This design comes from an exercise in tuning for small area on the open sky130 flow, not from production work. Function was checked by simulation only, so behaviour that the tests miss may differ from the original. The flow treats the clock pin as an ideal source, which a real chip does not have. Power is estimated from default activity; no workload was simulated.

`design/flow/design.v`:
```
module LFSR(i_Clk, i_Rst, o_Rand);
    input  wire       i_Clk;   
    input  wire       i_Rst;    
    output wire [7:0] o_Rand; 
    reg  [15:0] r_LFSR;      
    wire        w_Feedback;
    assign w_Feedback = r_LFSR[15] ^ r_LFSR[13] ^ r_LFSR[12] ^ r_LFSR[10];
    always@(posedge i_Clk, negedge i_Rst)
    begin
        if (!i_Rst) begin
            r_LFSR <= 16'h1234; 
        end
        else begin
            r_LFSR <= {r_LFSR[14:0], w_Feedback};
        end
    end
    assign o_Rand = r_LFSR[7:0];
endmodule
module OnePushControl(
    input  wire i_Clk,
    input  wire i_Rst,
    input  wire i_Push,
    output wire o_fPush
);
    reg       r_PushSync0, r_PushSync1;
    reg       r_Wait;
    reg [4:0] r_Cnt;
    wire w_Fb = (r_Cnt[4] ^ r_Cnt[2]) & (|r_Cnt[3:0]);
    always @(posedge i_Clk or negedge i_Rst) begin
        if (!i_Rst) begin
            r_PushSync0 <= 1'b0;
            r_PushSync1 <= 1'b0;
            r_Wait      <= 1'b0;
            r_Cnt       <= 5'd0;
        end else begin
            r_PushSync0 <= ~i_Push;
            r_PushSync1 <= r_PushSync0;
            r_Wait      <= r_PushSync1 | (r_Wait & (|r_Cnt));
            r_Cnt       <= {r_Cnt[3:0], w_Fb | (~r_Wait & r_PushSync1)};
        end
    end
    assign o_fPush = (r_Cnt == 5'b00001);
endmodule
module PushControl (
    input  wire       i_Clk,
    input  wire       i_Rst,
    input  wire [3:0] i_Push,
    output wire [3:0] o_fPush
);
    OnePushControl u_Btn0 (.i_Clk(i_Clk), .i_Rst(i_Rst), .i_Push(i_Push[0]), .o_fPush(o_fPush[0]));
    OnePushControl u_Btn1 (.i_Clk(i_Clk), .i_Rst(i_Rst), .i_Push(i_Push[1]), .o_fPush(o_fPush[1]));
    OnePushControl u_Btn2 (.i_Clk(i_Clk), .i_Rst(i_Rst), .i_Push(i_Push[2]), .o_fPush(o_fPush[2]));
    OnePushControl u_Btn3 (.i_Clk(i_Clk), .i_Rst(i_Rst), .i_Push(i_Push[3]), .o_fPush(o_fPush[3]));
endmodule
module GameLogic (
    input  wire        i_Clk,
    input  wire        i_Rst,
    input  wire [3:0]  i_Pulse,
    input  wire [7:0]  i_Rand_Val,
    input  wire [1:0]  i_Speed_Opt,
    input  wire        i_View_Mode,
    input  wire        i_Start_Btn,
    output wire [31:0] o_Map,
    output wire        o_Map_Valid,
    output wire [15:0] o_Score,       
    output wire [7:0]  o_Combo,       
    output wire [9:0]  o_HP,
    output reg  [1:0]  o_Sound_Cmd
);
    reg [1:0]  r_State;
    reg [10:0] r_Half;
    reg [9:0]  r_Speed_Cnt;
    reg [18:0] r_Score, r_HighScore;
    reg [7:0]  r_Combo, r_HighCombo;
    reg [3:0]  r_Miss;
    reg [31:0] r_Map;
    wire w_Idle = ~(r_State[1] ^ r_State[0]);
    wire w_Play = ~r_State[1] & r_State[0];
    wire w_Over = r_State[1] & ~r_State[0];
    wire w_Hp0  = r_Miss[3] & r_Miss[1];             
    wire w_Act  = w_Play & ~w_Hp0;
    wire [3:0] w_P    = {i_Pulse[0], i_Pulse[1], i_Pulse[2], i_Pulse[3]};
    wire [3:0] w_Row0 = r_Map[3:0];
    wire [3:0] w_Hit  = w_P & w_Row0;
    wire [3:0] w_Mis  = w_P & ~w_Row0;
    wire w_AnyHit  = |w_Hit;
    wire w_AnyMis  = |w_Mis;
    wire w_AnyP    = |w_P;
    wire w_LastHit = w_P[3] ? w_Row0[3] : w_P[2] ? w_Row0[2] : w_P[1] ? w_Row0[1] : w_Row0[0];
    wire [8:0] w_H = r_Half[8:0];
    wire w_Tick    = (r_Speed_Cnt[9:1] >= w_H);      
    wire w_Perfect = (r_Speed_Cnt > {3'b0, w_H[8:2]}) && (r_Speed_Cnt < {1'b0, w_H});
    wire w_BotMiss = w_Tick & (|(w_Row0 & ~w_Hit));
    wire w_Lose    = w_AnyMis | w_BotMiss;
    wire w_ComboUp = ~w_BotMiss & w_AnyP & w_LastHit;
    wire w_ComboClr = w_BotMiss | (w_AnyP & ~w_LastHit);
    wire [2:0] s4 = r_Score[18:16];
    wire [3:0] s3 = r_Score[15:12], s2 = r_Score[11:8], s1 = r_Score[7:4];
    wire       sb = r_Score[3];
    wire [2:0] sa = r_Score[2:0];
    wire w_Add10 = w_Perfect;                          
    wire       c1 = w_Add10 | sb;
    wire       c2 = c1 & s1[3] & s1[0];                
    wire       c3 = c2 & s2[3] & s2[0];
    wire       c4 = c3 & s3[3] & s3[0];
    wire [3:0] n1 = c1 ? bcd_inc(s1) : s1;
    wire [3:0] n2 = c2 ? bcd_inc(s2) : s2;
    wire [3:0] n3 = c3 ? bcd_inc(s3) : s3;
    wire [2:0] n4 = c4 ? s4 + 3'd1 : s4;
    wire w_Top   = s4[2] & s4[1] & s3[2] & s3[0] & s2[2] & s2[0] & s1[1];
    wire w_ANz   = |sa;
    wire w_Wrap  = w_Top & (w_Add10 ? (s1[0] | (sb & w_ANz)) : (s1[0] & (sb | w_ANz)));
    wire       w_WrapB = w_Add10 & s1[0] & (sb | w_ANz);
    wire [2:0] w_WrapA = {~w_ANz, sa[2] | (sa[1] & sa[0]), sa[2] | (sa[1] & ~sa[0])};   
    wire [18:0] w_ScoreAdd = w_Wrap ? {15'd0, w_WrapB, w_WrapA}
                                    : {n4, n3, n2, n1, sb ^ ~w_Add10, sa};
    wire [3:0] k1 = r_Combo[7:4], k0 = r_Combo[3:0];
    wire w_K0Nine = k0[3] & k0[0];
    wire w_C99 = w_K0Nine & k1[3] & k1[0];
    wire [7:0] w_ComboInc = w_C99 ? r_Combo :
                            w_K0Nine ? {bcd_inc(k1), 4'd0} : {k1, bcd_inc(k0)};
    function [3:0] bcd_inc;      
        input [3:0] d;
        begin
            bcd_inc[0] = ~d[0];
            bcd_inc[1] = (~d[3] & ~d[1] & d[0]) | (d[1] & ~d[0]);
            bcd_inc[2] = d[2] ^ (d[1] & d[0]);
            bcd_inc[3] = (d[3] & ~d[0]) | (d[2] & d[1] & d[0]);
        end
    endfunction
    reg [8:0] w_OptHalf;
    always @(*) begin
        case (i_Speed_Opt)
            2'b01:   w_OptHalf = 9'd250;
            2'b10:   w_OptHalf = 9'd125;
            default: w_OptHalf = 9'd500;
        endcase
    end
    always @(posedge i_Clk or negedge i_Rst) begin
        if (!i_Rst) begin
            r_State     <= 2'b00;
            r_Score     <= 19'd0;
            r_Combo     <= 8'd0;
            r_Miss      <= 4'd0;
            r_Speed_Cnt <= 10'd0;
            o_Sound_Cmd <= 2'd0;
            r_HighScore <= 19'd0;
            r_HighCombo <= 8'd0;
        end else begin
            o_Sound_Cmd <= 2'd0;
            if (w_Idle) begin
                if (i_Start_Btn) begin
                    r_Score <= 19'd0;
                    r_Combo <= 8'd0;
                    r_Miss  <= 4'd0;
                    r_State <= 2'b01;
                end
            end
            if (w_Play) begin
                if (w_Hp0) begin
                    r_State <= 2'b10;
                    if (r_Score > r_HighScore) r_HighScore <= r_Score;
                end else begin
                    if (w_AnyHit) r_Score <= w_ScoreAdd;
                    if (w_ComboClr) r_Combo <= 8'd0;
                    else if (w_ComboUp) r_Combo <= w_ComboInc;
                    if (w_Lose) r_Miss <= r_Miss + 4'd1;
                    r_Speed_Cnt <= w_Tick ? 10'd0 : r_Speed_Cnt + 10'd1;
                    if (w_BotMiss | (w_AnyP & ~w_LastHit)) o_Sound_Cmd <= 2'd3;
                    else if (w_AnyP) o_Sound_Cmd <= w_Perfect ? 2'd1 : 2'd2;
                end
                if (r_Combo > r_HighCombo) r_HighCombo <= r_Combo;
            end
            if (w_Over && r_Half == 11'd0) r_State <= 2'b11;
        end
    end
    always @(posedge i_Clk) begin
        if (w_Idle)
            r_Half <= {2'b00, w_OptHalf};
        else if (w_Play & w_Hp0)
            r_Half <= 11'd1500;
        else if (w_Over | (w_Act & w_AnyHit & (w_H != 9'd100)))
            r_Half <= r_Half - 11'd1;
        if (w_Idle & i_Start_Btn)
            r_Map <= 32'd0;
        else if (w_Act) begin
            if (w_Tick)
                r_Map <= {i_Rand_Val[7:4] & {4{i_Rand_Val[3]}}, r_Map[31:4]};
            else
                r_Map[3:0] <= w_Row0 & ~w_Hit;
        end
    end
    assign o_Map       = r_Map;
    assign o_Map_Valid = r_State[1] | r_State[0];
    assign o_HP        = 10'h3ff << r_Miss;
    assign o_Score     = i_View_Mode ? r_HighScore[15:0] : r_Score[15:0];
    assign o_Combo     = i_View_Mode ? r_HighCombo : r_Combo;
endmodule
module DotMatrix(
    input  wire        i_Clk,
    input  wire        i_Rst,
    input  wire [31:0] i_Map,
    input  wire        i_Valid,
    output wire [7:0]  o_DM_Col,
    output wire [7:0]  o_DM_Row
);
    reg [3:0] r_Cnt;
    reg [2:0] r_Row;
    wire w_Wrap = r_Cnt[3] & r_Cnt[1] & r_Cnt[0];    
    always @(posedge i_Clk or negedge i_Rst) begin
        if (!i_Rst) begin
            r_Cnt <= 4'd0;
            r_Row <= 3'd0;
        end else begin
            r_Cnt <= w_Wrap ? 4'd0 : r_Cnt + 4'd1;
            if (w_Wrap) r_Row <= r_Row + 3'd1;
        end
    end
    genvar i;
    generate
        for (i = 0; i < 8; i = i + 1) begin : g_row
            assign o_DM_Row[i] = ~(r_Row == i);
        end
        for (i = 0; i < 4; i = i + 1) begin : g_col
            wire w_Bit = i_Valid & i_Map[{r_Row, 2'b00} + i];
            assign o_DM_Col[2*i]   = w_Bit;
            assign o_DM_Col[2*i+1] = w_Bit;
        end
    endgenerate
endmodule
module FND(sel, o_FND);
input  wire [3:0] sel;
output wire [6:0] o_FND;
wire [3:0] s = sel;
assign o_FND[0] = ~(s[3] | s[1] | ~(s[2] ^ s[0]));
assign o_FND[1] = ~(~s[2] | ~(s[1] ^ s[0]));
assign o_FND[2] = ~s[2] & s[1] & ~s[0];
assign o_FND[3] = (~s[2] & ~s[1] & s[0]) | (s[2] & ~s[1] & ~s[0]) | (s[2] & s[1] & s[0]);
assign o_FND[4] = (s[2] & ~s[1]) | s[0];
assign o_FND[5] = ~s[3] & ~s[2] & (s[1] | s[0]);
assign o_FND[6] = (~s[3] & ~s[2] & ~s[1]) | (s[2] & s[1] & s[0]);
endmodule
module FND5(sel, o_FND);
input  wire [3:0] sel;
output wire [6:0] o_FND;
wire [3:0] s = sel;
assign o_FND[0] = (~s[3] & s[2]) | (~s[3] & ~s[1] & s[0]);
assign o_FND[1] = s[3] & ~s[2] & ~s[1];
assign o_FND[2] = ~s[3] & s[1] & ~s[0];
assign o_FND[3] = (~s[3] & ~s[1] & s[0]) | (s[3] & s[1] & ~s[0]) | s[2];
assign o_FND[4] = ~((~s[3] & ~s[2] & ~s[0]) | (s[3] & s[0]));
assign o_FND[5] = ~(s[3] | (~s[1] & ~s[0]));
assign o_FND[6] = (~s[3] & ~s[2] & ~s[1]) | (s[3] & s[1] & ~s[0]);
endmodule
module Sound (
    input  wire       i_Clk,
    input  wire       i_Rst_n,
    input  wire [1:0] i_Sound_Cmd,
    output reg        o_Piezo
);
    reg [1:0] r_Cur;
    reg       r_Played;
    reg [7:0] r_Dur;
    reg [5:0] r_Tone;
    wire w_End = (r_Cur == 2'd1 & r_Dur[7] & r_Dur[4] & r_Dur[2] & r_Dur[1])    
               | (r_Cur == 2'd2 & r_Dur[6] & r_Dur[5] & r_Dur[4])               
               | (r_Cur == 2'd3 & r_Dur[7] & r_Dur[6] & r_Dur[3]);              
    wire w_Top = (r_Cur == 2'd1) ? ((r_Dur < 8'd76) ? (r_Tone[4] & r_Tone[3])      
                                                    : (r_Tone[5] | r_Tone[4]))     
               : (r_Cur == 2'd2) ? (r_Tone[5] & r_Tone[4])                         
               :                   (&r_Tone[5:1]);                                 
    wire w_Start = (i_Sound_Cmd != 2'd0);
    wire w_Act   = (r_Cur != 2'd0);
    always @(posedge i_Clk or negedge i_Rst_n) begin
        if (!i_Rst_n) begin
            r_Cur    <= 2'd0;
            r_Played <= 1'b0;
            o_Piezo  <= 1'b0;
        end else begin
            if (w_Act & ~w_Start) r_Played <= 1'b1;
            if (w_Start) begin
                r_Cur   <= i_Sound_Cmd;
                o_Piezo <= 1'b0;
            end else if (w_Act) begin
                if (w_End) begin
                    r_Cur   <= 2'd0;
                    o_Piezo <= 1'b0;
                end else if (r_Played & w_Top) begin
                    o_Piezo <= ~o_Piezo;
                end
            end
        end
    end
    always @(posedge i_Clk) begin
        r_Dur  <= w_Start ? 8'd0 : r_Dur + 8'd1;
        r_Tone <= (w_Start | ~r_Played | w_Top) ? 6'd0 : r_Tone + 6'd1;
    end
endmodule
module UI (
    input  wire        i_Clk,
    input  wire        i_Rst_n,
    input  wire [15:0] i_Score,       
    input  wire [7:0]  i_Combo,       
    input  wire [1:0]  i_Sound_Cmd,
    output wire [6:0]  o_HEX0, o_HEX1, o_HEX2, o_HEX3,
    output wire [6:0]  o_HEX4, o_HEX5,
    output wire        o_Piezo
);
    FND5 u_Score_0 (.sel(i_Score[3:0]),   .o_FND(o_HEX0));
    FND u_Score_1 (.sel(i_Score[7:4]),   .o_FND(o_HEX1));
    FND u_Score_2 (.sel(i_Score[11:8]),  .o_FND(o_HEX2));
    FND u_Score_3 (.sel(i_Score[15:12]), .o_FND(o_HEX3));
    FND u_Combo_0 (.sel(i_Combo[3:0]),   .o_FND(o_HEX4));
    FND u_Combo_1 (.sel(i_Combo[7:4]),   .o_FND(o_HEX5));
    Sound u_Sound (
        .i_Clk      (i_Clk),
        .i_Rst_n    (i_Rst_n),
        .i_Sound_Cmd(i_Sound_Cmd),
        .o_Piezo    (o_Piezo)
    );
endmodule
module RhythmGame_Top (
    input  wire        CLOCK_50,
    input  wire [3:0]  KEY,
    input  wire [9:0]  SW,
    output wire [6:0]  HEX0, HEX1, HEX2, HEX3, HEX4, HEX5,
    output wire [9:0]  LEDR,
    output wire [7:0]  o_DM_Row,
    output wire [7:0]  o_DM_Col,
    output wire        o_Piezo
);
    wire        w_Rst_n = SW[9];
    wire [3:0]  w_Push_Pulse;
    wire [7:0]  w_Rand_Val;
    wire [31:0] w_Map;
    wire        w_Map_Valid;
    wire [15:0] w_Score;
    wire [7:0]  w_Combo;
    wire [1:0]  w_Sound_Cmd;
    wire [9:0]  w_HP;
    LFSR u_LFSR (
        .i_Clk   (CLOCK_50),
        .i_Rst   (w_Rst_n),
        .o_Rand  (w_Rand_Val)
    );
    PushControl u_Input (
        .i_Clk   (CLOCK_50),
        .i_Rst   (w_Rst_n),
        .i_Push  (KEY),
        .o_fPush (w_Push_Pulse)
    );
    GameLogic u_GameCore (
        .i_Clk       (CLOCK_50),
        .i_Rst       (w_Rst_n),
        .i_Pulse     (w_Push_Pulse),
        .i_Rand_Val  (w_Rand_Val),
        .i_Speed_Opt (SW[1:0]),
        .i_View_Mode (SW[2]),
        .i_Start_Btn (SW[8]),
        .o_Map       (w_Map),
        .o_Map_Valid (w_Map_Valid),
        .o_Score     (w_Score),
        .o_Combo     (w_Combo),
        .o_HP        (w_HP),
        .o_Sound_Cmd (w_Sound_Cmd)
    );
    DotMatrix u_Display (
        .i_Clk    (CLOCK_50),
        .i_Rst    (w_Rst_n),
        .i_Map    (w_Map),
        .i_Valid  (w_Map_Valid),
        .o_DM_Col (o_DM_Col),
        .o_DM_Row (o_DM_Row)
    );
    UI u_UI (
        .i_Clk       (CLOCK_50),
        .i_Rst_n     (w_Rst_n),
        .i_Score     (w_Score),
        .i_Combo     (w_Combo),
        .i_Sound_Cmd (w_Sound_Cmd),
        .o_HEX0(HEX0), .o_HEX1(HEX1), .o_HEX2(HEX2), .o_HEX3(HEX3),
        .o_HEX4(HEX4), .o_HEX5(HEX5),
        .o_Piezo(o_Piezo)
    );
    assign LEDR = w_HP;
endmodule
```
`design/flow/flow/run.sh`:
```
#!/bin/bash
# Standard synthesis, then the combinational logic is re-mapped for area with
# ABC (flip-flops untouched), then the standard layout steps. Ports are
# buffered with the smallest buffer; CTS takes the arguments in cts_args.txt.
set -euo pipefail
HERE=$(pwd)
RES=$HERE/orfs/results/$FLOW_PLATFORM/RhythmGame_Top/base
bash standard.sh $RES/1_2_yosys.v > synth.log 2>&1
cp $RES/1_2_yosys.v $HERE/1_2_yosys_standard.v
export REOPT_LIB=$FLOW_HOME/platforms/$FLOW_PLATFORM/lib/sky130_fd_sc_hd__tt_025C_1v80.lib
export REOPT_IN=$HERE/1_2_yosys_standard.v
export REOPT_OUT=$RES/1_2_yosys.v
export REOPT_ABC=$HERE/flow/reopt.abc
export REOPT_DONT_USE="$(make -s -C $FLOW_HOME DESIGN_CONFIG=$FLOW_CONFIG print-DONT_USE_CELLS 2>/dev/null | sed "s/^DONT_USE_CELLS: //")"
echo "dont use: $REOPT_DONT_USE" > reopt.log
yosys -c flow/reopt.tcl >> reopt.log 2>&1
touch $RES/1_2_yosys.v
bash standard.sh "BUFFER_PORTS_ARGS=-buffer_cell sky130_fd_sc_hd__buf_1" \
  "CTS_ARGS=$(cat flow/cts_args.txt)" finish > layout.log 2>&1
```
`design/flow/flow/cts_args.txt`:
```
-sink_clustering_enable -repair_clock_nets -buf_list sky130_fd_sc_hd__clkbuf_4 -dont_use_dummy_load
```
`design/flow/flow/reopt.abc`:
```
strash; &get -n; &deepsyn -T 30; &put; dch -f; amap
```
`design/flow/flow/reopt.tcl`:
```
# Re-optimise the combinational logic of the standard synthesis netlist.
# Flip-flops and tie cells stay as they are (same instances, names and types);
# every other cell is read as its liberty function, flattened and re-mapped.
yosys -import
set lib $::env(REOPT_LIB)
set in  $::env(REOPT_IN)
set out $::env(REOPT_OUT)
read_liberty -ignore_miss_func $lib
read_verilog $in
hierarchy -top $::env(FLOW_TOP)
blackbox sky130_fd_sc_hd__df* sky130_fd_sc_hd__edf* sky130_fd_sc_hd__sdf* sky130_fd_sc_hd__conb_1
flatten
hierarchy -top $::env(FLOW_TOP)
opt -purge
set du {}
foreach c $::env(REOPT_DONT_USE) { lappend du -dont_use $c }
abc -liberty $lib {*}$du -script $::env(REOPT_ABC)
opt_clean -purge
hierarchy -top $::env(FLOW_TOP)
stat -liberty $lib
write_verilog -noattr -nohex -nodec $out
```
`design/flow/standard.sh`:
```
#!/bin/bash
# synth_recipe.tcl (not shown) runs the flow's synth.tcl, then flattens the netlist and writes it again
# the make line also repeats each setting of config.mk as NAME=value (left out here)
make -C /OpenROAD-flow-scripts/flow DESIGN_CONFIG=/design/flow/config.mk WORK_HOME=/design/flow/orfs CLKGATE_MAP_FILE= SYNTH_SCRIPT=/design/flow/synth_recipe.tcl "${@:-finish}"
```
`design/flow/config.mk`:
```
export PLATFORM = sky130hd
export DESIGN_NAME = RhythmGame_Top
export DESIGN_NICKNAME = RhythmGame_Top
export VERILOG_FILES = /design/flow/design.v
export SDC_FILE = /design/flow/constraint.sdc
export NUM_CORES = 4
export LEC_CHECK = 0
export CAP_MARGIN = 20
export CORE_MARGIN = 2
export CORE_UTILIZATION = 85
export PLACE_DENSITY = 0.9
export SLEW_MARGIN = 20
```
`design/flow/constraint.sdc`:
```
create_clock -name core_clock -period 25.0 [get_ports {CLOCK_50}]
set_input_delay 5.0000 -clock core_clock [delete_from_list [all_inputs] [get_ports {CLOCK_50}]]
set_output_delay 5.0000 -clock core_clock [all_outputs]
set_load 0.01 [all_outputs]
```
==> out/metrics.cfg, run 1 <==
[status]
status=aborted with a tool error
lastStage=global placement
error=[ERROR GPL-0301] Utilization 101.015 % exceeds 100%.

[placement]
port_buffers=78

[synthesis]
synth_nets=987
netlist_area_um2=8397
postSynthAreaPerCell_um2=8.639
yosysWarnings=5
syn_inst=972

[floorplan]
io_pins=84
die_w_um=103.4
rows=36
initial_core_util_pct=86.71
die_h_um=103.4

==> run 2: changes to the inputs <==
==> design/flow/flow/cts_args.txt (replaced) <==
-sink_clustering_enable -repair_clock_nets -buf_list sky130_fd_sc_hd__clkbuf_8 -dont_use_dummy_load
--- a/design/flow/config.mk
+++ b/design/flow/config.mk
@@ -7,6 +7,5 @@
 export LEC_CHECK = 0
 export CAP_MARGIN = 20
 export CORE_MARGIN = 2
-export CORE_UTILIZATION = 85
-export PLACE_DENSITY = 0.9
+export CORE_UTILIZATION = 65
 export SLEW_MARGIN = 20
==> out/metrics.cfg, run 2 <==
[setup_path]
critPathMaxStageDelay_ns=0.73
path_class=in -> out
slowest_stage=clkinv_1
cp-end-kind=output port
critical_path.top_delay_family=buffers and inverters
cp_data_required_time_ns=20.00
cp_cell_sequence=buf_1, buf_4, clkinv_1, o22ai_1, clkinv_1, o21ai_0, nand2_1, nor2_1, buf_1
start_kind=primary input
crit_buf_inv=5
path_max_fanout=27
crit_arrival_ns=7.54

[floorplan]
core_area_um2=12620
die_h_um=117.7  ; was 103.4 um
die_w_um=117.7  ; was 103.4 um
io_pins=84  ; unchanged
rows=41  ; was 36
die_area_um2=13840
initial_core_util_pct=66.54  ; was 86.71%

[power_and_ir_drop]
p_leak_nw=3.566
p_total_mw=0.8733
worst_ir_drop_vdd_mv=0.05680
power_density_nw_per_um2=95.21

[cells_and_area]
regArea_um2=4516
multi_input_area_um2=3258
stdcell_area_um2=9173
layout.nets=1088
largest_register_ffs=32
layout_commonest_cell=nor2_1
final_util_pct=72.68
drive_gt1_share_pct=2.521
top_regs=u_GameCore.r_Map (32), u_GameCore.r_HighScore (19), u_GameCore.r_Score (19)
fin_cells=1243
regMostFlops=u_GameCore.r_Map
final_cell_mix=nor2_1, clkinv_1, dfrtp_1
syn2layout_area_growth_pct=9.239
n_fill_cell=1007
diodes=0

[cts]
clk_pin_slew_worst_paths_ns=0.10
postCtsSetupBuffers=0
clockRootBuffer=clkbuf_8
cts_tree=yes
cts_buffers=17
cts_resized=0
clock-sinks=188
clkLatencyLatePin_ns=0.47
cts_max_level=4
cts_buffer_depth=2
postCtsHoldBufs=0

[placement]
port_buffers=78  ; unchanged
placed_area_um2=8939
dp_slack_ns=12.51
placed_cells=1226
place_congestion=0.8780
dp_hpwl_um=12240

[route]
viasPerCell=5.739
first_pass_iters=5
vias=7134
ant_nets=0
drc_errors=0
wl_per_cell_um=13.72
wl_um=17060
drt_iter0_drc=479

[timing]
relSlewSlack_pct=33.07
post-route-period-util_pct=50.17
min_period_ns=12.54
tightest_slew_ns=0.9992
hold_viol=0
skew_ns=0.03768
rsz0062_at_grt=no
fmax_mhz=79.74
setup_viol=0
tns_ns=0
final-max-slew-violation-count=0
fin_hold_ws_ns=0.3367
worst_slack_ns=12.46

[global_route]
grt_pass1_wl_um=29870
grt_usage_pct=25.92
first_global_vias=6573
overflow=0
antenna_found_initial=0
grt_max_degree=77

[synthesis]
netlist_area_um2=8397  ; unchanged
yosysWarnings=5  ; unchanged
postSynthAreaPerCell_um2=8.639  ; unchanged
syn_inst=972  ; unchanged
synth_nets=987  ; unchanged

[status]
status=no timing/DRC/antenna violations  ; was aborted with a tool error

[hold_path]
hold_class=reg -> reg

[flow_run]
drv_cap=0

-- run 2: layout make-up --
type,count,share of cell area [%]
clock buffer,17,2.551
sequential,188,49.23
multi-input combinational,618,35.52
inverter,166,6.793
tap,172,2.346
timing repair buffer,82,3.560
-- run 2: path summary, 6_finish.rpt --
kind	from	to	slack, ns	cells past startpoint
worst max-delay path	SW[2]	HEX3[1]	12.46	9
worst min-delay path	u_LFSR.r_LFSR[14]$_DFF_PN0_	u_LFSR.r_LFSR[15]$_DFF_PN0_	0.34	0
worst max register to register	u_GameCore.r_Score[2]$_DFFE_PN0P_	u_GameCore.r_HighScore[0]$_DFFE_PN0P_	20.44	26
worst min register to register	u_LFSR.r_LFSR[14]$_DFF_PN0_	u_LFSR.r_LFSR[15]$_DFF_PN0_	0.34	0
max in group asynchronous	SW[9]	u_GameCore.r_Score[3]$_DFF_PN0_	18.96	2
min in group asynchronous	SW[9]	u_Input.u_Btn1.r_Cnt[0]$_DFF_PN0_	4.61	1
-- run 2: power by group --
group / switching, mW / internal, mW
logic: 0.180 / 0.107
clock network: 0.0881 / 0.0602
registers: 0.0631 / 0.375
total: 0.331 / 0.542
-- run 2: layer usage --
metal	vias up	GRT usage, %	routed length (um)
met2	190	40.41	7852
met1	3315	36.72	8061
met3	14	5.669	969
met4	0	7.831	177
met5	-	0	0
li1	3615	-	-
==> run 3: changes to the inputs <==
--- a/design/flow/design.v
+++ b/design/flow/design.v
@@ -22,21 +22,22 @@
     input  wire i_Push,
     output wire o_fPush
 );
-    reg       r_PushSync0, r_PushSync1;
+    reg       r_KeySync0, r_KeySync1;      
     reg       r_Wait;
     reg [4:0] r_Cnt;
+    wire w_Pressed = ~r_KeySync1;
     wire w_Fb = (r_Cnt[4] ^ r_Cnt[2]) & (|r_Cnt[3:0]);
     always @(posedge i_Clk or negedge i_Rst) begin
         if (!i_Rst) begin
-            r_PushSync0 <= 1'b0;
-            r_PushSync1 <= 1'b0;
+            r_KeySync0  <= 1'b1;
+            r_KeySync1  <= 1'b1;
             r_Wait      <= 1'b0;
             r_Cnt       <= 5'd0;
         end else begin
-            r_PushSync0 <= ~i_Push;
-            r_PushSync1 <= r_PushSync0;
-            r_Wait      <= r_PushSync1 | (r_Wait & (|r_Cnt));
-            r_Cnt       <= {r_Cnt[3:0], w_Fb | (~r_Wait & r_PushSync1)};
+            r_KeySync0  <= i_Push;
+            r_KeySync1  <= r_KeySync0;
+            r_Wait      <= w_Pressed | (r_Wait & (|r_Cnt));
+            r_Cnt       <= {r_Cnt[3:0], w_Fb | (~r_Wait & w_Pressed)};
         end
     end
     assign o_fPush = (r_Cnt == 5'b00001);
@@ -68,18 +69,20 @@
     output reg  [1:0]  o_Sound_Cmd
 );
     reg [1:0]  r_State;
-    reg [10:0] r_Half;
+    reg [10:0] r_NHalf;
+    wire [10:0] r_Half = ~r_NHalf;
     reg [9:0]  r_Speed_Cnt;
     reg [18:0] r_Score, r_HighScore;
     reg [7:0]  r_Combo, r_HighCombo;
     reg [3:0]  r_Miss;
-    reg [31:0] r_Map;
+    reg [31:0] r_NoNote;     
     wire w_Idle = ~(r_State[1] ^ r_State[0]);
     wire w_Play = ~r_State[1] & r_State[0];
     wire w_Over = r_State[1] & ~r_State[0];
     wire w_Hp0  = r_Miss[3] & r_Miss[1];             
     wire w_Act  = w_Play & ~w_Hp0;
     wire [3:0] w_P    = {i_Pulse[0], i_Pulse[1], i_Pulse[2], i_Pulse[3]};
+    wire [31:0] r_Map = ~r_NoNote;
     wire [3:0] w_Row0 = r_Map[3:0];
     wire [3:0] w_Hit  = w_P & w_Row0;
     wire [3:0] w_Mis  = w_P & ~w_Row0;
@@ -88,6 +91,7 @@
     wire w_AnyP    = |w_P;
     wire w_LastHit = w_P[3] ? w_Row0[3] : w_P[2] ? w_Row0[2] : w_P[1] ? w_Row0[1] : w_Row0[0];
     wire [8:0] w_H = r_Half[8:0];
+    wire w_HAbove100 = w_H[8] | w_H[7] | w_H[4] | w_H[3] | w_H[1] | w_H[0];
     wire w_Tick    = (r_Speed_Cnt[9:1] >= w_H);      
     wire w_Perfect = (r_Speed_Cnt > {3'b0, w_H[8:2]}) && (r_Speed_Cnt < {1'b0, w_H});
     wire w_BotMiss = w_Tick & (|(w_Row0 & ~w_Hit));
@@ -176,18 +180,18 @@
     end
     always @(posedge i_Clk) begin
         if (w_Idle)
-            r_Half <= {2'b00, w_OptHalf};
+            r_NHalf <= ~{2'b00, w_OptHalf};
         else if (w_Play & w_Hp0)
-            r_Half <= 11'd1500;
-        else if (w_Over | (w_Act & w_AnyHit & (w_H != 9'd100)))
-            r_Half <= r_Half - 11'd1;
+            r_NHalf <= ~11'd1500;
+        else if (w_Over | (w_Act & w_AnyHit & w_HAbove100))
+            r_NHalf <= ~(r_Half - 11'd1);
         if (w_Idle & i_Start_Btn)
-            r_Map <= 32'd0;
+            r_NoNote <= 32'hffffffff;
         else if (w_Act) begin
             if (w_Tick)
-                r_Map <= {i_Rand_Val[7:4] & {4{i_Rand_Val[3]}}, r_Map[31:4]};
+                r_NoNote <= {~(i_Rand_Val[7:4] & {4{i_Rand_Val[3]}}), r_NoNote[31:4]};
             else
-                r_Map[3:0] <= w_Row0 & ~w_Hit;
+                r_NoNote[3:0] <= r_NoNote[3:0] | w_Hit;
         end
     end
     assign o_Map       = r_Map;
--- a/design/flow/flow/run.sh
+++ b/design/flow/flow/run.sh
@@ -1,7 +1,8 @@
 #!/bin/bash
 # Standard synthesis, then the combinational logic is re-mapped for area with
 # ABC (flip-flops untouched), then the standard layout steps. Ports are
-# buffered with the smallest buffer; CTS takes the arguments in cts_args.txt.
+# buffered with the smallest buffer; CTS takes the arguments in cts_args.txt
+# and cts_post.tcl then shrinks clock buffers where the clock slew allows.
 set -euo pipefail
 HERE=$(pwd)
 RES=$HERE/orfs/results/$FLOW_PLATFORM/RhythmGame_Top/base
@@ -16,4 +17,5 @@
 yosys -c flow/reopt.tcl >> reopt.log 2>&1
 touch $RES/1_2_yosys.v
 bash standard.sh "BUFFER_PORTS_ARGS=-buffer_cell sky130_fd_sc_hd__buf_1" \
-  "CTS_ARGS=$(cat flow/cts_args.txt)" finish > layout.log 2>&1
+  "CTS_ARGS=$(cat flow/cts_args.txt)" "POST_CTS_TCL=$HERE/flow/cts_post.tcl" \
+  finish > layout.log 2>&1
==> design/flow/flow/cts_post.tcl (new file) <==
set slew_limit 0.110
set sizes {sky130_fd_sc_hd__clkbuf_2 sky130_fd_sc_hd__clkbuf_4}
proc max_clk_slew {} {
  estimate_parasitics -placement
  set mx 0
  foreach p [get_pins -hierarchical */CLK] {
    set s [get_property $p slew_max]
    if { $s > $mx } { set mx $s }
  }
  return $mx
}
puts "cts_post: max clock pin slew before: [max_clk_slew]"
set bufs {}
foreach i [[ord::get_db_block] getInsts] {
  set m [[$i getMaster] getName]
  if { [string match clkbuf_* [$i getName]] && $m eq "sky130_fd_sc_hd__clkbuf_8" } {
    lappend bufs [$i getName]
  }
}
foreach b $bufs {
  set orig [[[[ord::get_db_block] findInst $b] getMaster] getName]
  set done 0
  foreach c $sizes {
    replace_cell $b $c
    set s [max_clk_slew]
    if { $s <= $slew_limit } {
      puts "cts_post: $b $orig -> $c (max slew $s)"
      set done 1
      break
    }
  }
  if { !$done } {
    replace_cell $b $orig
    puts "cts_post: $b stays $orig"
  }
}
puts "cts_post: max clock pin slew after: [max_clk_slew]"
detailed_placement
check_placement -verbose
==> out/metrics.cfg, run 3 <==
[placement]
dp_hpwl_um=12360  ; was 12,240 um
placed_cells=1182  ; was 1,226
placed_area_um2=8835  ; was 8939 um^2
port_buffers=78  ; unchanged
dp_slack_ns=12.64  ; was 12.51 ns
place_congestion=0.8907  ; was 0.8780

[cts]
clock-sinks=188  ; unchanged
clk_pin_slew_worst_paths_ns=0.09  ; was 0.10 ns
clkLatencyLatePin_ns=0.81  ; was 0.47 ns
cts_tree=yes  ; unchanged

[setup_path]
path_class=in -> out  ; unchanged
cpMostUsedCell=nor2_1
start_kind=primary input  ; unchanged
reg2reg_slack_ns=20.74  ; was 20.44 ns
cp-end-kind=output port  ; unchanged
path_max_fanout=29  ; was 27
crit_arrival_ns=7.36  ; was 7.54 ns
cp_data_required_time_ns=20.00  ; about the same
slowest_stage=clkinv_1  ; unchanged
critPathMaxStageDelay_ns=0.58  ; was 0.73 ns
cp_cell_sequence=buf_1, buf_4, clkinv_1, o22ai_1, clkinv_1, nor2_1, nor2_1, o21ai_0, nand2_1, nor2_1, buf_1  ; was buf_1, buf_4, clkinv_1, o22ai_1, clkinv_1, o21ai_0, nand2_1, nor2_1, buf_1

[status]
status=no timing/DRC/antenna violations  ; unchanged

[synthesis]
postSynthAreaPerCell_um2=8.938  ; was 8.639 um^2
netlist_area_um2=8285  ; was 8397 um^2
yosysWarnings=5  ; unchanged
synth_nets=942  ; was 987
syn_inst=927  ; was 972

[route]
wl_per_cell_um=14.46  ; was 13.72 um
first_pass_iters=5  ; unchanged
viasPerCell=5.865  ; was 5.739
vias=7038  ; was 7,134
wl_um=17360  ; was 17,060 um
drt_iter0_drc=496  ; was 479
ant_nets=0  ; unchanged
drc_errors=0  ; unchanged

[timing]
fin_hold_ws_ns=0.3608  ; was 0.3367 ns
post-route-period-util_pct=49.44  ; was 50.17%
hold_viol=0  ; unchanged
relSlewSlack_pct=35.21  ; was 33.07%
worst_slack_ns=12.64  ; was 12.46 ns
tns_ns=0  ; unchanged
final-max-slew-violation-count=0  ; unchanged
rsz0062_at_grt=no  ; unchanged
tightest_slew_ns=0.9718  ; was 0.9992 ns
fmax_mhz=80.90  ; was 79.74 MHz
setup_viol=0  ; unchanged
min_period_ns=12.36  ; was 12.54 ns
skew_ns=0.03584  ; was 0.03768 ns

[cells_and_area]
fin_cells=1200  ; was 1,243
drive_gt1_share_pct=3.599  ; was 2.521%
syn2layout_area_growth_pct=9.453  ; was 9.239%
diodes=0  ; unchanged
stdcell_area_um2=9069  ; was 9173 um^2
regMostFlops=u_GameCore.r_NoNote  ; was u_GameCore.r_Map
layout.nets=1045  ; was 1,088
final_cell_mix=nor2_1, dfrtp_1, clkinv_1  ; was nor2_1, clkinv_1, dfrtp_1
top_regs=u_GameCore.r_NoNote (32), u_GameCore.r_HighScore (19), u_GameCore.r_Score (19)  ; was u_GameCore.r_Map (32), u_GameCore.r_HighScore (19), u_GameCore.r_Score (19)
layout_commonest_cell=nor2_1  ; unchanged
largest_register_ffs=32  ; unchanged
final_util_pct=72.45  ; was 72.68%

[global_route]
grt_pass1_wl_um=28810  ; was 29,870 um
grt_usage_pct=26.61  ; was 25.92%
overflow=0  ; unchanged
first_global_vias=6200  ; was 6,573
grt_max_degree=79  ; was 77
antenna_found_initial=0  ; unchanged

[floorplan]
io_pins=84  ; unchanged
core_area_um2=12520  ; was 12,620 um^2
die_area_um2=13670  ; was 13,840 um^2
die_h_um=116.9  ; was 117.7 um
die_w_um=116.9  ; was 117.7 um
initial_core_util_pct=66.19  ; was 66.54%
rows=41  ; unchanged

[power_and_ir_drop]
power_density_nw_per_um2=92.24  ; was 95.21 nW/um^2
p_total_mw=0.8365  ; was 0.8733 mW
worst_ir_drop_vdd_mv=0.07860  ; was 0.05680 mV
p_leak_nw=3.555  ; was 3.566 nW

[hold_path]
hold_class=reg -> reg  ; unchanged

[flow_run]
drv_cap=0  ; unchanged

## run 3: per-layer routing
layer,vias to the layer above,GRT usage (%),part of all wire [%]
li1,3523,-,-
met1,3346,37.74,48
met2,147,42.43,47
met3,22,5.046,4.0
met4,0,7.608,1.5
met5,-,0,0
## run 3: power breakdown
group / total, mW / internal [mW] / switching [mW]
sequential: 0.417 / 0.364 / 0.0532
clock: 0.145 / 0.0556 / 0.0890
combinational: 0.275 / 0.0994 / 0.175
total: 0.837 / 0.519 / 0.318
## run 3: area by class of cell
class	instances	area (um^2)
sequential	188	4546
fill	1012	3448
multi-input combinational	623	3304
inverter	116	435.4
timing repair buffer	84	349.1
clock buffer	17	219.0
tap	172	215.2
## run 3: worst max-delay path, delay by kind of cell
kind | cells | cell delay [ns]
compound gates | 2 | 0.68
buf+inv | 5 | 1.23
simple gates | 4 | 0.42
## run 3: path summary, 6_finish.rpt
check,startpoint,endpoint,cells after the start
min in group asynchronous,SW[9],u_Input.u_Btn3.r_Cnt[3]$_DFF_PN0_,1
worst min-delay path,u_Input.u_Btn2.r_KeySync0$_DFF_PN1_,u_Input.u_Btn2.r_KeySync1$_DFF_PN1_,0
max in group asynchronous,SW[9],u_GameCore.r_Score[18]$_DFFE_PN0P_,2
worst min register to register,u_Input.u_Btn2.r_KeySync0$_DFF_PN1_,u_Input.u_Btn2.r_KeySync1$_DFF_PN1_,0
worst max-delay path,SW[2],HEX1[1],11
worst max register to register,u_GameCore.r_Score[2]$_DFFE_PN0P_,u_GameCore.r_HighScore[6]$_DFFE_PN0P_,22
==> run 4: changes to the inputs <==
--- a/design/flow/flow/cts_post.tcl
+++ b/design/flow/flow/cts_post.tcl
@@ -1,4 +1,4 @@
-set slew_limit 0.110
+set slew_limit 0.122
 set sizes {sky130_fd_sc_hd__clkbuf_2 sky130_fd_sc_hd__clkbuf_4}
 proc max_clk_slew {} {
   estimate_parasitics -placement
@@ -17,6 +17,9 @@
     lappend bufs [$i getName]
   }
 }
+# leaf buffers first, the root (clkbuf_0_*) last
+set bufs [lsort -command {apply {{a b} {
+  expr {[string match clkbuf_0_* $a] - [string match clkbuf_0_* $b]}}}} $bufs]
 foreach b $bufs {
   set orig [[[[ord::get_db_block] findInst $b] getMaster] getName]
   set done 0
==> out/metrics.cfg, run 4 <==
[power_and_ir_drop]
p_int_mw=0.5037  ; was 0.5189 mW
power_frac_comb_pct=32.0  ; was 32.9%
pwr-share-clk_pct=16.1  ; was 17.3%
p_leak_nw=3.564  ; was 3.555 nW
worst_ir_drop_vdd_mv=0.04995  ; was 0.07860 mV
power_density_nw_per_um2=89.71  ; was 92.24 nW/um^2
p_sw_mw=0.3094  ; was 0.3176 mW
power_frac_seq_pct=51.9  ; was 49.9%
sw_frac_of_total_pct=38.05  ; was 37.96%

[global_route]
met3_usage_pct=5.304  ; was 5.046%
grt_pass1_wl_um=28080  ; was 28,810 um
overflow=0  ; unchanged
first_global_vias=6021  ; was 6,200
busiest_layer=met2  ; unchanged
use_met2_pct=41.69  ; was 42.43%
antenna_found_initial=0  ; unchanged
met1_usage_pct=36.83  ; was 37.74%
grt_usage_pct=25.99  ; was 26.61%
grt_max_degree=77  ; was 79

[setup_path]
critPathMaxStageDelay_ns=0.70  ; was 0.58 ns
cp-end-kind=output port  ; unchanged
slowest_stage=clkinv_1  ; unchanged
crit_arrival_ns=7.47  ; was 7.36 ns
path_class=in -> out  ; unchanged
cp_cell_sequence=buf_1, buf_4, clkinv_1, o22ai_1, clkinv_1, o21ai_0, nand2_1, nor2_1, buf_1  ; was buf_1, buf_4, clkinv_1, o22ai_1, clkinv_1, nor2_1, nor2_1, o21ai_0, nand2_1, nor2_1, buf_1
critical_path.top_delay_family=buffers and inverters  ; unchanged
cp_data_required_time_ns=20.00  ; about the same
start_kind=primary input  ; unchanged
path_max_fanout=26  ; was 29
crit_buf_inv=5  ; unchanged

[floorplan]
initial_core_util_pct=66.23  ; was 66.19%
core_area_um2=12570  ; was 12,520 um^2
die_area_um2=13730  ; was 13,670 um^2
die_w_um=117.2  ; was 116.9 um
io_pins=84  ; unchanged
die_h_um=117.2  ; was 116.9 um
rows=41  ; unchanged

[timing]
setup_viol=0  ; unchanged
worst_slack_ns=12.53  ; was 12.64 ns
post-route-period-util_pct=49.88  ; was 49.44%
rsz0062_at_grt=no  ; unchanged
hold_viol=0  ; unchanged
relSlewSlack_pct=29.41  ; was 35.21%
min_period_ns=12.47  ; was 12.36 ns
skew_ns=0.03827  ; was 0.03584 ns
fmax_mhz=80.19  ; was 80.90 MHz
tns_ns=0  ; unchanged
tightest_slew_ns=1.054  ; was 0.9718 ns
final-max-slew-violation-count=0  ; unchanged

[status]
status=no timing/DRC/antenna violations  ; unchanged

[synthesis]
postSynthAreaPerCell_um2=8.893  ; was 8.938 um^2
syn_inst=936  ; was 927
netlist_area_um2=8324  ; was 8285 um^2
yosysWarnings=5  ; unchanged
synth_nets=951  ; was 942

[route]
wl_per_cell_um=14.16  ; was 14.46 um
drt_iter0_drc=539  ; was 496
viasPerCell=5.825  ; was 5.865
first_pass_iters=5  ; unchanged
wl_um=17120  ; was 17,360 um
ant_nets=0  ; unchanged
drc_errors=0  ; unchanged
vias=7043  ; was 7,038

[cts]
clock-sinks=188  ; unchanged
clkLatencyLatePin_ns=0.77  ; was 0.81 ns
clk_pin_slew_worst_paths_ns=0.10  ; was 0.09 ns
cts_tree=yes  ; unchanged

[cells_and_area]
largest_register_ffs=32  ; unchanged
layout.nets=1054  ; was 1,045
drive_gt1_share_pct=3.568  ; was 3.599%
regMostFlops=u_GameCore.r_NoNote  ; unchanged
layout_commonest_cell=nor2_1  ; unchanged
stdcell_area_um2=9064  ; was 9069 um^2
syn2layout_area_growth_pct=8.883  ; was 9.453%
diodes=0  ; unchanged
final_cell_mix=nor2_1, clkinv_1, dfrtp_1  ; was nor2_1, dfrtp_1, clkinv_1
top_regs=u_GameCore.r_NoNote (32), u_GameCore.r_HighScore (19), u_GameCore.r_Score (19)  ; unchanged

[placement]
place_congestion=0.8792  ; was 0.8907
dp_hpwl_um=12290  ; was 12,360 um
placed_area_um2=8874  ; was 8835 um^2
port_buffers=78  ; unchanged
dp_slack_ns=12.58  ; was 12.64 ns

[hold_path]
hold_class=reg -> reg  ; unchanged

[flow_run]
drv_cap=0  ; unchanged

[run 4: stage by stage]
step                      instances  hold WS (ns)  utilization, %  total power, mW
after detailed placement       1191        0.3370           70.60           0.6840
after floorplan                 936        0.3312               -           0.6051
after global placement         1191        0.3342           70.60           0.6763
final                          1209        0.3499           72.12           0.8131
after global routing           1209        0.3542           72.12           0.8759
[run 4: final timing paths]
check                                                        end  cells past startpoint  slack [ns]                                 from
min in group asynchronous      u_Input.u_Btn1.r_Cnt[1]$_DFF_PN0_                      1        4.31                                SW[9]
min reg2reg                  u_Input.u_Btn0.r_KeySync1$_DFF_PN1_                      0        0.35  u_Input.u_Btn0.r_KeySync0$_DFF_PN1_
max                                                      HEX5[1]                      9       12.53                                SW[2]
max reg2reg                u_GameCore.r_HighScore[6]$_DFFE_PN0P_                     22       21.00    u_GameCore.r_Score[2]$_DFFE_PN0P_
min                          u_Input.u_Btn0.r_KeySync1$_DFF_PN1_                      0        0.35  u_Input.u_Btn0.r_KeySync0$_DFF_PN1_
max in group asynchronous  u_GameCore.r_HighCombo[5]$_DFFE_PN0P_                      2       19.25                                SW[9]
[run 4: power groups by stage]
stage,combinational [mW],clock (mW),sequential (mW)
floorplan,0.193,0,0.412
global placement,0.251,0,0.425
detailed placement,0.258,0,0.426
global route,0.298,0.146,0.432
finish,0.260,0.131,0.422
[run 4: layout make-up]
type	instances	area, um^2
multi-input combinational	626	3321
inverter	122	457.9
fill	1000	3505
sequential	188	4546
clock buffer	17	175.2
timing repair buffer	84	349.1
tap	172	215.2
[run 4: routing by layer]
metal | share of wire (%) | vias up
met5 | 0 | -
met4 | 0.88 | 0
met3 | 3.4 | 17
met2 | 48 | 149
met1 | 47 | 3328
li1 | - | 3549
[run 4: worst reg2reg max path, cell delays in order (launching register included)]
cell and delay (ns):
dfrtp_1 0.41, clkinv_1 0.12, o22a_1 0.15, a222oi_1 0.07, nor2_1 0.09, a21oi_1 0.04, o21ai_0 0.19, o221ai_1 0.15
a222oi_1 0.28, a211o_1 0.14, o221ai_1 0.10, o221ai_1 0.09, nand2_1 0.08, o211ai_1 0.09, o221ai_1 0.15, o221a_1 0.15
a221oi_1 0.25, nor3_1 0.07, a31oi_1 0.15, buf_4 0.23, clkinv_1 0.53, nor2_1 0.28, a21oi_1 0.06
==> run 5: changes to the inputs <==
--- a/design/flow/flow/run.sh
+++ b/design/flow/flow/run.sh
@@ -10,11 +10,24 @@
 cp $RES/1_2_yosys.v $HERE/1_2_yosys_standard.v
 export REOPT_LIB=$FLOW_HOME/platforms/$FLOW_PLATFORM/lib/sky130_fd_sc_hd__tt_025C_1v80.lib
 export REOPT_IN=$HERE/1_2_yosys_standard.v
-export REOPT_OUT=$RES/1_2_yosys.v
-export REOPT_ABC=$HERE/flow/reopt.abc
 export REOPT_DONT_USE="$(make -s -C $FLOW_HOME DESIGN_CONFIG=$FLOW_CONFIG print-DONT_USE_CELLS 2>/dev/null | sed "s/^DONT_USE_CELLS: //")"
-echo "dont use: $REOPT_DONT_USE" > reopt.log
-yosys -c flow/reopt.tcl >> reopt.log 2>&1
+# several ABC runs with different seeds; keep the smallest netlist
+for S in 1 2 3 4; do
+  sed "s/@SEED@/$S/" flow/reopt.abc > reopt_$S.abc
+  REOPT_ABC=$HERE/reopt_$S.abc REOPT_OUT=$HERE/reopt_$S.v \
+    yosys -c flow/reopt.tcl > reopt_$S.log 2>&1 &
+done
+wait
+BEST=""; BESTA=""
+for S in 1 2 3 4; do
+  A=$(grep "Chip area for module" reopt_$S.log | tail -1 | awk '{print $NF}')
+  echo "seed $S: area $A" >> reopt.log
+  if [[ -n "$A" && -s reopt_$S.v ]] && { [[ -z "$BESTA" ]] || python3 -c "import sys; sys.exit(0 if $A < $BESTA else 1)"; }; then
+    BEST=$S; BESTA=$A
+  fi
+done
+echo "best seed $BEST: area $BESTA" >> reopt.log
+cp reopt_$BEST.v $RES/1_2_yosys.v
 touch $RES/1_2_yosys.v
 bash standard.sh "BUFFER_PORTS_ARGS=-buffer_cell sky130_fd_sc_hd__buf_1" \
   "CTS_ARGS=$(cat flow/cts_args.txt)" "POST_CTS_TCL=$HERE/flow/cts_post.tcl" \
--- a/design/flow/flow/cts_post.tcl
+++ b/design/flow/flow/cts_post.tcl
@@ -1,4 +1,4 @@
-set slew_limit 0.122
+set slew_limit 0.116
 set sizes {sky130_fd_sc_hd__clkbuf_2 sky130_fd_sc_hd__clkbuf_4}
 proc max_clk_slew {} {
   estimate_parasitics -placement
==> design/flow/flow/reopt.abc (replaced) <==
strash; &get -n; &deepsyn -T 60 -S @SEED@; &put; dch -f; amap
--- a/design/flow/config.mk
+++ b/design/flow/config.mk
@@ -7,5 +7,6 @@
 export LEC_CHECK = 0
 export CAP_MARGIN = 20
 export CORE_MARGIN = 2
-export CORE_UTILIZATION = 65
+export CORE_UTILIZATION = 75
+export PLACE_DENSITY = 0.85
 export SLEW_MARGIN = 20
==> out/metrics.cfg, run 5 <==
[cells_and_area]
drive_gt1_share_pct=3.592  ; was 3.568%
top_regs=u_GameCore.r_NoNote (32), u_GameCore.r_HighScore (19), u_GameCore.r_Score (19)  ; unchanged
largest_register_ffs=32  ; unchanged
syn2layout_area_growth_pct=8.372  ; was 8.883%
final_cell_mix=nor2_1, dfrtp_1, clkinv_1  ; was nor2_1, clkinv_1, dfrtp_1
n_fill_cell=668  ; was 1,000
diodes=0  ; unchanged
regMostFlops=u_GameCore.r_NoNote  ; unchanged
layout_commonest_cell=nor2_1  ; unchanged
layout.nets=1047  ; was 1,054

[timing]
tightest_slew_ns=1.062  ; was 1.054 ns
min_period_ns=12.59  ; was 12.47 ns
tns_ns=0  ; unchanged
setup_viol=0  ; unchanged
post-route-period-util_pct=50.38  ; was 49.88%
fin_hold_ws_ns=0.3533  ; was 0.3499 ns
rsz0062_at_grt=no  ; unchanged
fmax_mhz=79.40  ; was 80.19 MHz
skew_ns=0.04101  ; was 0.03827 ns
relSlewSlack_pct=29.04  ; was 29.41%
hold_viol=0  ; unchanged
final-max-slew-violation-count=0  ; unchanged

[synthesis]
synth_nets=945  ; was 951
netlist_area_um2=8279  ; was 8324 um^2
syn_inst=930  ; was 936
postSynthAreaPerCell_um2=8.902  ; was 8.893 um^2
yosysWarnings=5  ; unchanged

[cts]
clkLatencyLatePin_ns=0.60  ; was 0.77 ns
clock-sinks=188  ; unchanged
cts_tree=yes  ; unchanged
clk_pin_slew_worst_paths_ns=0.10  ; about the same

[placement]
dp_hpwl_um=12470  ; was 12,290 um
port_buffers=78  ; unchanged
place_congestion=0.8604  ; was 0.8792

[setup_path]
crit_buf_inv=5  ; unchanged
start_kind=primary input  ; unchanged
path_class=in -> out  ; unchanged
path_max_fanout=31  ; was 26
cp-end-kind=output port  ; unchanged
critPathMaxStageDelay_ns=0.76  ; was 0.70 ns
cp_cell_sequence=buf_1, buf_4, clkinv_1, o22ai_1, clkinv_1, o21ai_0, nand2_1, nor2_1, buf_1  ; unchanged
critical_path.top_delay_family=buffers and inverters  ; unchanged
cp_data_required_time_ns=20.00  ; about the same
slowest_stage=clkinv_1  ; unchanged
crit_arrival_ns=7.59  ; was 7.47 ns
reg2reg_slack_ns=20.69  ; was 21.00 ns

[power_and_ir_drop]
power_frac_seq_pct=51.4  ; was 51.9%
power_density_nw_per_um2=90.65  ; was 89.71 nW/um^2
p_sw_mw=0.3136  ; was 0.3094 mW
pwr-share-clk_pct=16.0  ; was 16.1%
p_leak_nw=3.519  ; was 3.564 nW
worst_ir_drop_vdd_mv=0.06770  ; was 0.04995 mV
p_int_mw=0.4998  ; was 0.5037 mW
sw_frac_of_total_pct=38.55  ; was 38.05%
power_frac_comb_pct=32.6  ; was 32.0%

[floorplan]
rows=38  ; was 41
die_area_um2=11900  ; was 13,730 um^2
core_area_um2=10790  ; was 12,570 um^2
die_h_um=109.1  ; was 117.2 um
io_pins=84  ; unchanged
initial_core_util_pct=76.71  ; was 66.23%
die_w_um=109.1  ; was 117.2 um

[route]
first_pass_iters=5  ; unchanged
wl_per_cell_um=15.26  ; was 14.16 um
wl_um=17860  ; was 17,120 um
drc_errors=0  ; unchanged
ant_nets=0  ; unchanged
vias=7175  ; was 7,043
viasPerCell=6.132  ; was 5.825
drt_iter0_drc=538  ; was 539

[global_route]
first_global_vias=6455  ; was 6,021
grt_usage_pct=31.88  ; was 25.99%
antenna_found_initial=0  ; unchanged
grt_pass1_wl_um=29300  ; was 28,080 um
overflow=0  ; unchanged
grt_max_degree=77  ; unchanged

[hold_path]
hold_class=reg -> reg  ; unchanged

[status]
status=no timing/DRC/antenna violations  ; unchanged

[flow_run]
drv_cap=0  ; unchanged

run 5: cell count changes in the layout (fill, tap and decap cells not counted), sizes merged, moves of 6 or more:
cell / change
o221ai: +6
and3: -6
nor2: +19
clkinv: -7
o22ai: -7
o21ai: -6
run 5: worst paths after layout:
kind | startpoint | endpoint | depth (start not counted)
max in group asynchronous | SW[9] | u_LFSR.r_LFSR[0]$_DFF_PN0_ | 2
min reg2reg | u_Input.u_Btn0.r_KeySync0$_DFF_PN1_ | u_Input.u_Btn0.r_KeySync1$_DFF_PN1_ | 0
min | u_Input.u_Btn0.r_KeySync0$_DFF_PN1_ | u_Input.u_Btn0.r_KeySync1$_DFF_PN1_ | 0
max reg2reg | u_GameCore.r_Score[2]$_DFFE_PN0P_ | u_GameCore.r_HighScore[6]$_DFFE_PN0P_ | 22
min in group asynchronous | SW[9] | u_UI.u_Sound.o_Piezo$_DFFE_PN0P_ | 1
max | SW[2] | HEX2[1] | 9
run 5: through the flow:
step	util [%]	instance area, um^2	setup WS, ns	power [mW]	std cells
floorplan	-	8279	13.40	0.6038	930
global placement	81.54	8801	12.52	0.6706	1153
detailed placement	81.54	8801	12.45	0.6833	1153
global route	83.13	8972	12.08	0.8715	1170
finish	83.13	8972	12.41	0.8134	1170
run 5: power groups by stage:
stage	clock (mW)	combinational [mW]	sequential [mW]
floorplan	0	0.196	0.408
global placement	0	0.251	0.420
detailed placement	0	0.261	0.422
global route	0.143	0.302	0.427
finish	0.130	0.265	0.418
run 5: final cells by class:
class                           instances  area, um^2  share of cell area [%]
Sequential cell                       188        4546                   50.66
Clock buffer                           17       171.4                   1.910
Tap cell                              140       175.2                   1.952
Inverter                              115       431.7                   4.811
Timing Repair Buffer                   83       334.1                   3.723
Multi-Input combinational cell        627        3314                   36.94
run 5: metal layers:
layer / vias up / GRT usage (%) / share of wire, %
met5: - / 0 / 0
met4: 0 / 12.45 / 1.9
met3: 36 / 7.113 / 5.8
met2: 248 / 53.02 / 51
met1: 3367 / 40.97 / 42
li1: 3524 / - / -
run 5: worst register-to-register path, delay by kind of cell, from the launching register on:
kind,cells,cell delay [ns]
flops,1,0.39
buf+inv,2,0.53
compound gates,13,2.65
simple gates,7,0.66
==> run 6: changes to the inputs <==
--- a/design/flow/config.mk
+++ b/design/flow/config.mk
@@ -7,6 +7,5 @@
 export LEC_CHECK = 0
 export CAP_MARGIN = 20
 export CORE_MARGIN = 2
-export CORE_UTILIZATION = 75
-export PLACE_DENSITY = 0.85
+export CORE_UTILIZATION = 65
 export SLEW_MARGIN = 20
==> out/metrics.cfg, run 6 <==
[route]
wl_um=16970  ; was 17,860 um
viasPerCell=5.894  ; was 6.132
wl_per_cell_um=14.22  ; was 15.26 um
drt_iter0_drc=434  ; was 538
first_pass_iters=5  ; unchanged
ant_nets=0  ; unchanged
drc_errors=0  ; unchanged
vias=7031  ; was 7,175

[timing]
tns_ns=0  ; unchanged
min_period_ns=12.46  ; was 12.59 ns
fin_hold_ws_ns=0.3574  ; was 0.3533 ns
post-route-period-util_pct=49.82  ; was 50.38%
tightest_slew_ns=0.8017  ; was 1.062 ns
fmax_mhz=80.29  ; was 79.40 MHz
rsz0062_at_grt=no  ; unchanged
setup_viol=0  ; unchanged
hold_viol=0  ; unchanged
skew_ns=0.03653  ; was 0.04101 ns
relSlewSlack_pct=46.23  ; was 29.04%
final-max-slew-violation-count=0  ; unchanged

[cells_and_area]
multi_input_area_um2=3303  ; was 3314 um^2
final_cell_mix=nor2_1, clkinv_1, dfrtp_1  ; was nor2_1, dfrtp_1, clkinv_1
largest_register_ffs=32  ; unchanged
top_regs=u_GameCore.r_NoNote (32), u_GameCore.r_HighScore (19), u_GameCore.r_Score (19)  ; unchanged
n_fill_cell=997  ; was 668
syn2layout_area_growth_pct=9.210  ; was 8.372%
diodes=0  ; unchanged
regMostFlops=u_GameCore.r_NoNote  ; unchanged
fin_cells=1193  ; was 1,170
layout_commonest_cell=nor2_1  ; unchanged
layout.nets=1038  ; was 1,047
regArea_um2=4546  ; unchanged
drive_gt1_share_pct=3.820  ; was 3.592%

[cts]
clk_pin_slew_worst_paths_ns=0.10  ; about the same
clkLatencyLatePin_ns=0.46  ; was 0.60 ns
clock-sinks=188  ; unchanged
cts_tree=yes  ; unchanged

[synthesis]
yosysWarnings=5  ; unchanged
postSynthAreaPerCell_um2=9.022  ; was 8.902 um^2
syn_inst=920  ; was 930
netlist_area_um2=8300  ; was 8279 um^2
synth_nets=935  ; was 945

[global_route]
met3_usage_pct=6.694  ; was 7.113%
antenna_found_initial=0  ; unchanged
grt_usage_pct=26.01  ; was 31.88%
met1_usage_pct=36.03  ; was 40.97%
first_global_vias=6079  ; was 6,455
use_met2_pct=41.50  ; was 53.02%
busiest_layer=met2  ; unchanged
grt_max_degree=73  ; was 77
grt_pass1_wl_um=27820  ; was 29,300 um
overflow=0  ; unchanged

[setup_path]
slowest_stage=clkinv_1  ; unchanged
critPathMaxStageDelay_ns=0.72  ; was 0.76 ns
cp_cell_sequence=buf_1, buf_4, clkinv_1, o22ai_1, clkinv_1, nand2_1, o21a_1, a21oi_1, nor2_1, buf_1  ; was buf_1, buf_4, clkinv_1, o22ai_1, clkinv_1, o21ai_0, nand2_1, nor2_1, buf_1
cp_data_required_time_ns=20.00  ; about the same
start_kind=primary input  ; unchanged
path_class=in -> out  ; unchanged
crit_arrival_ns=7.46  ; was 7.59 ns
cp-end-kind=output port  ; unchanged
path_max_fanout=26  ; was 31

[floorplan]
die_area_um2=13690  ; was 11,900 um^2
initial_core_util_pct=66.04  ; was 76.71%
core_area_um2=12570  ; was 10,790 um^2
die_w_um=117.0  ; was 109.1 um
rows=41  ; was 38
die_h_um=117.0  ; was 109.1 um
io_pins=84  ; unchanged

[power_and_ir_drop]
worst_ir_drop_vdd_mv=0.05792  ; was 0.06770 mV
power_density_nw_per_um2=91.39  ; was 90.65 nW/um^2
p_leak_nw=3.500  ; was 3.519 nW

[placement]
place_congestion=0.8699  ; was 0.8604
port_buffers=78  ; unchanged
placed_cells=1175  ; was 1,153
dp_hpwl_um=11900  ; was 12,470 um

[status]
status=no timing/DRC/antenna violations  ; unchanged

[flow_run]
drv_cap=0  ; unchanged

[hold_path]
hold_class=reg -> reg  ; unchanged

-- run 6: final timing paths --
path,from,to,slack [ns],depth (start not counted)
worst min register to register,u_LFSR.r_LFSR[0]$_DFF_PN0_,u_LFSR.r_LFSR[1]$_DFF_PN0_,0.36,0
min in group asynchronous,SW[9],u_UI.u_Sound.o_Piezo$_DFFE_PN0P_,4.49,1
worst min-delay path,u_LFSR.r_LFSR[0]$_DFF_PN0_,u_LFSR.r_LFSR[1]$_DFF_PN0_,0.36,0
worst max register to register,u_GameCore.r_HighScore[1]$_DFFE_PN0P_,u_GameCore.r_HighScore[1]$_DFFE_PN0P_,20.53,23
max in group asynchronous,SW[9],u_Input.u_Btn2.r_Cnt[1]$_DFF_PN0_,19.17,3
worst max-delay path,SW[2],HEX0[0],12.54,10
-- run 6: per-layer routing --
metal  up-vias  wire length (um)
li1       3507                 -
met1      3289              7960
met2       219              8043
met3        16               831
met4         0               131
met5         -                 0
-- run 6: where the power goes --
group / leakage [nW] / switching, mW / internal, mW
clock network: 0.0989 / 0.0863 / 0.0453
registers: 2.13 / 0.0507 / 0.369
logic: 1.27 / 0.178 / 0.0996
-- run 6: area by class of cell --
cell class | instances | area share [%]
Clock buffer | 17 | 1.960
Inverter | 125 | 5.176
Multi-Input combinational cell | 607 | 36.44
Sequential cell | 188 | 50.14
Tap cell | 172 | 2.374
Timing Repair Buffer | 84 | 3.906
-- run 6: through the flow --
step	total power [mW]	cell area (um^2)	worst slack [ns]	utilization, %
6_report	0.8285	9065	12.54	72.13
5_1_grt	0.8951	9065	12.29	72.13
3_5_place_dp	0.7015	8856	12.61	70.46
3_3_place_gp	0.6939	8856	12.60	70.46
2_1_floorplan	0.6211	8300	13.52	-
-- run 6: worst max-delay path, delay by kind of cell --
family | cells | cell delay, ns
buf+inv | 5 | 1.41
compound gates | 3 | 0.78
simple gates | 2 | 0.23
==> run 7: changes to the inputs <==
--- a/design/flow/flow/cts_post.tcl
+++ b/design/flow/flow/cts_post.tcl
@@ -1,4 +1,4 @@
-set slew_limit 0.116
+set slew_limit 0.112
 set sizes {sky130_fd_sc_hd__clkbuf_2 sky130_fd_sc_hd__clkbuf_4}
 proc max_clk_slew {} {
   estimate_parasitics -placement
--- a/design/flow/config.mk
+++ b/design/flow/config.mk
@@ -5,7 +5,8 @@
 export SDC_FILE = /design/flow/constraint.sdc
 export NUM_CORES = 4
 export LEC_CHECK = 0
-export CAP_MARGIN = 20
+export CAP_MARGIN = 0
 export CORE_MARGIN = 2
 export CORE_UTILIZATION = 65
-export SLEW_MARGIN = 20
+export GPL_TIMING_DRIVEN = 0
+export SLEW_MARGIN = 0
==> out/metrics.cfg, run 7 <==
[status]
status=no timing/DRC/antenna violations  ; unchanged

[setup_path]
r2r-start=u_GameCore.r_Score[1]$_DFFE_PN0P_  ; was u_GameCore.r_HighScore[1]$_DFFE_PN0P_
cp_data_required_time_ns=20.00  ; about the same
path_max_fanout=25  ; was 26
reg2reg_depth=25  ; was 23
crit_cells=8  ; was 10
cp-end-kind=output port  ; unchanged
critPathMaxStageDelay_ns=0.96  ; was 0.72 ns
path_class=in -> out  ; unchanged
reg2reg_slack_ns=20.55  ; was 20.53 ns
crit_end=HEX3[1]  ; was HEX0[0]
slowest_stage=clkinv_1  ; unchanged
critical_path.top_delay_family=buffers and inverters  ; unchanged
crit_arrival_ns=8.14  ; was 7.46 ns
r2r-end=u_GameCore.r_HighScore[9]$_DFFE_PN0P_  ; was u_GameCore.r_HighScore[1]$_DFFE_PN0P_
start_kind=primary input  ; unchanged
worstSetupStartpoint=SW[2]  ; unchanged

[cells_and_area]
stdcell_area_um2=9080  ; was 9065 um^2
regMostFlops=u_GameCore.r_NoNote  ; unchanged
layout.nets=1038  ; unchanged
drive_gt1_share_pct=3.624  ; was 3.820%
final_cell_mix=nor2_1, clkinv_1, dfrtp_1  ; unchanged
layout_commonest_cell=nor2_1  ; unchanged
multi_input_area_um2=3298  ; was 3303 um^2
regArea_um2=4546  ; unchanged
final_util_pct=72.54  ; was 72.13%
n_fill_cell=999  ; was 997
top_regs=u_GameCore.r_NoNote (32), u_GameCore.r_HighScore (19), u_GameCore.r_Score (19)  ; unchanged
diodes=0  ; unchanged

[timing]
skew_ns=0.03983  ; was 0.03653 ns
tns_ns=0  ; unchanged
min_period_ns=13.14  ; was 12.46 ns
fmax_mhz=76.08  ; was 80.29 MHz
tightest_slew_ns=1.301  ; was 0.8017 ns
rsz0062_at_grt=no  ; unchanged
post-route-period-util_pct=52.58  ; was 49.82%
hold_viol=0  ; unchanged

[route]
vias=6939  ; was 7,031
wl_um=16850  ; was 16,970 um
viasPerCell=5.816  ; was 5.894
drt_iter0_drc=389  ; was 434
drc_errors=0  ; unchanged
first_pass_iters=5  ; unchanged
ant_nets=0  ; unchanged
wl_per_cell_um=14.12  ; was 14.22 um

[floorplan]
die_w_um=116.9  ; was 117.0 um
core_area_um2=12520  ; was 12,570 um^2
initial_core_util_pct=66.16  ; was 66.04%
io_pins=84  ; unchanged
rows=41  ; unchanged
die_h_um=116.9  ; was 117.0 um

[power_and_ir_drop]
power_density_nw_per_um2=90.09  ; was 91.39 nW/um^2
p_total_mw=0.8180  ; was 0.8285 mW
p_leak_nw=3.561  ; was 3.500 nW
worst_ir_drop_vdd_mv=0.07949  ; was 0.05792 mV

[cts]
clkLatencyLatePin_ns=0.61  ; was 0.46 ns

[global_route]
grt_usage_pct=25.70  ; was 26.01%
grt_pass1_wl_um=27860  ; was 27,820 um
use_met2_pct=41.73  ; was 41.50%
busiest_layer=met2  ; unchanged
met1_usage_pct=35.13  ; was 36.03%
antenna_found_initial=0  ; unchanged
grt_max_degree=43  ; was 73

[synthesis]
yosysWarnings=5  ; unchanged
syn_inst=921  ; was 920
netlist_area_um2=8282  ; was 8300 um^2

[hold_path]
hold_path_depth=0  ; unchanged
hold_class=reg -> reg  ; unchanged

[placement]
placed_area_um2=8902  ; was 8856 um^2
place_congestion=0.8729  ; was 0.8699
port_buffers=78  ; unchanged

-- run 7: where the power goes --
group | switching, mW | internal (mW) | leakage [nW]
registers | 0.0523 | 0.368 | 2.13
clock network | 0.0874 | 0.0445 | 0.0989
logic | 0.169 | 0.0969 | 1.33
-- run 7: how the worst min path moves through the flow --
stage / end / slack (ns) / start
after floorplan: u_LFSR.r_LFSR[15]$_DFF_PN0_ / 0.33 / u_LFSR.r_LFSR[14]$_DFF_PN0_
after detailed placement: u_LFSR.r_LFSR[1]$_DFF_PN0_ / 0.34 / u_LFSR.r_LFSR[0]$_DFF_PN0_
after global placement: u_LFSR.r_LFSR[15]$_DFF_PN0_ / 0.34 / u_LFSR.r_LFSR[14]$_DFF_PN0_
final: u_Input.u_Btn2.r_KeySync1$_DFF_PN1_ / 0.36 / u_Input.u_Btn2.r_KeySync0$_DFF_PN1_
after global routing: u_Input.u_Btn3.r_KeySync1$_DFF_PN1_ / 0.37 / u_Input.u_Btn3.r_KeySync0$_DFF_PN1_
-- run 7: metrics by stage --
step	std cells	hold WS [ns]	setup slack, ns
2_1_floorplan	921	0.3312	13.48
3_3_place_gp	1171	0.3360	11.99
3_5_place_dp	1176	0.3372	11.95
5_1_grt	1193	0.3664	11.50
6_report	1193	0.3616	11.86
-- run 7: metal layers --
layer / wire (um) / up-vias / share of wire [%]
li1: - / 3501 / -
met1: 7926 / 3275 / 47
met2: 8040 / 141 / 48
met3: 684 / 22 / 4.1
met4: 199 / 0 / 1.2
met5: 0 / - / 0
-- run 7: area by class of cell --
class | instances | area share [%]
clock buffer | 17 | 1.957
inverter | 120 | 4.961
multi-input combinational | 613 | 36.32
sequential | 188 | 50.06
tap | 172 | 2.370
timing repair buffer | 83 | 4.327

Setup slack of run 7, layout unchanged: 11.855 ns with ideal ports, 11.825 ns with driving cells assumed (clock clkbuf_16, inputs buf_2), 11.825 ns with port delays also shifted by the 0.627 ns mid clock arrival.
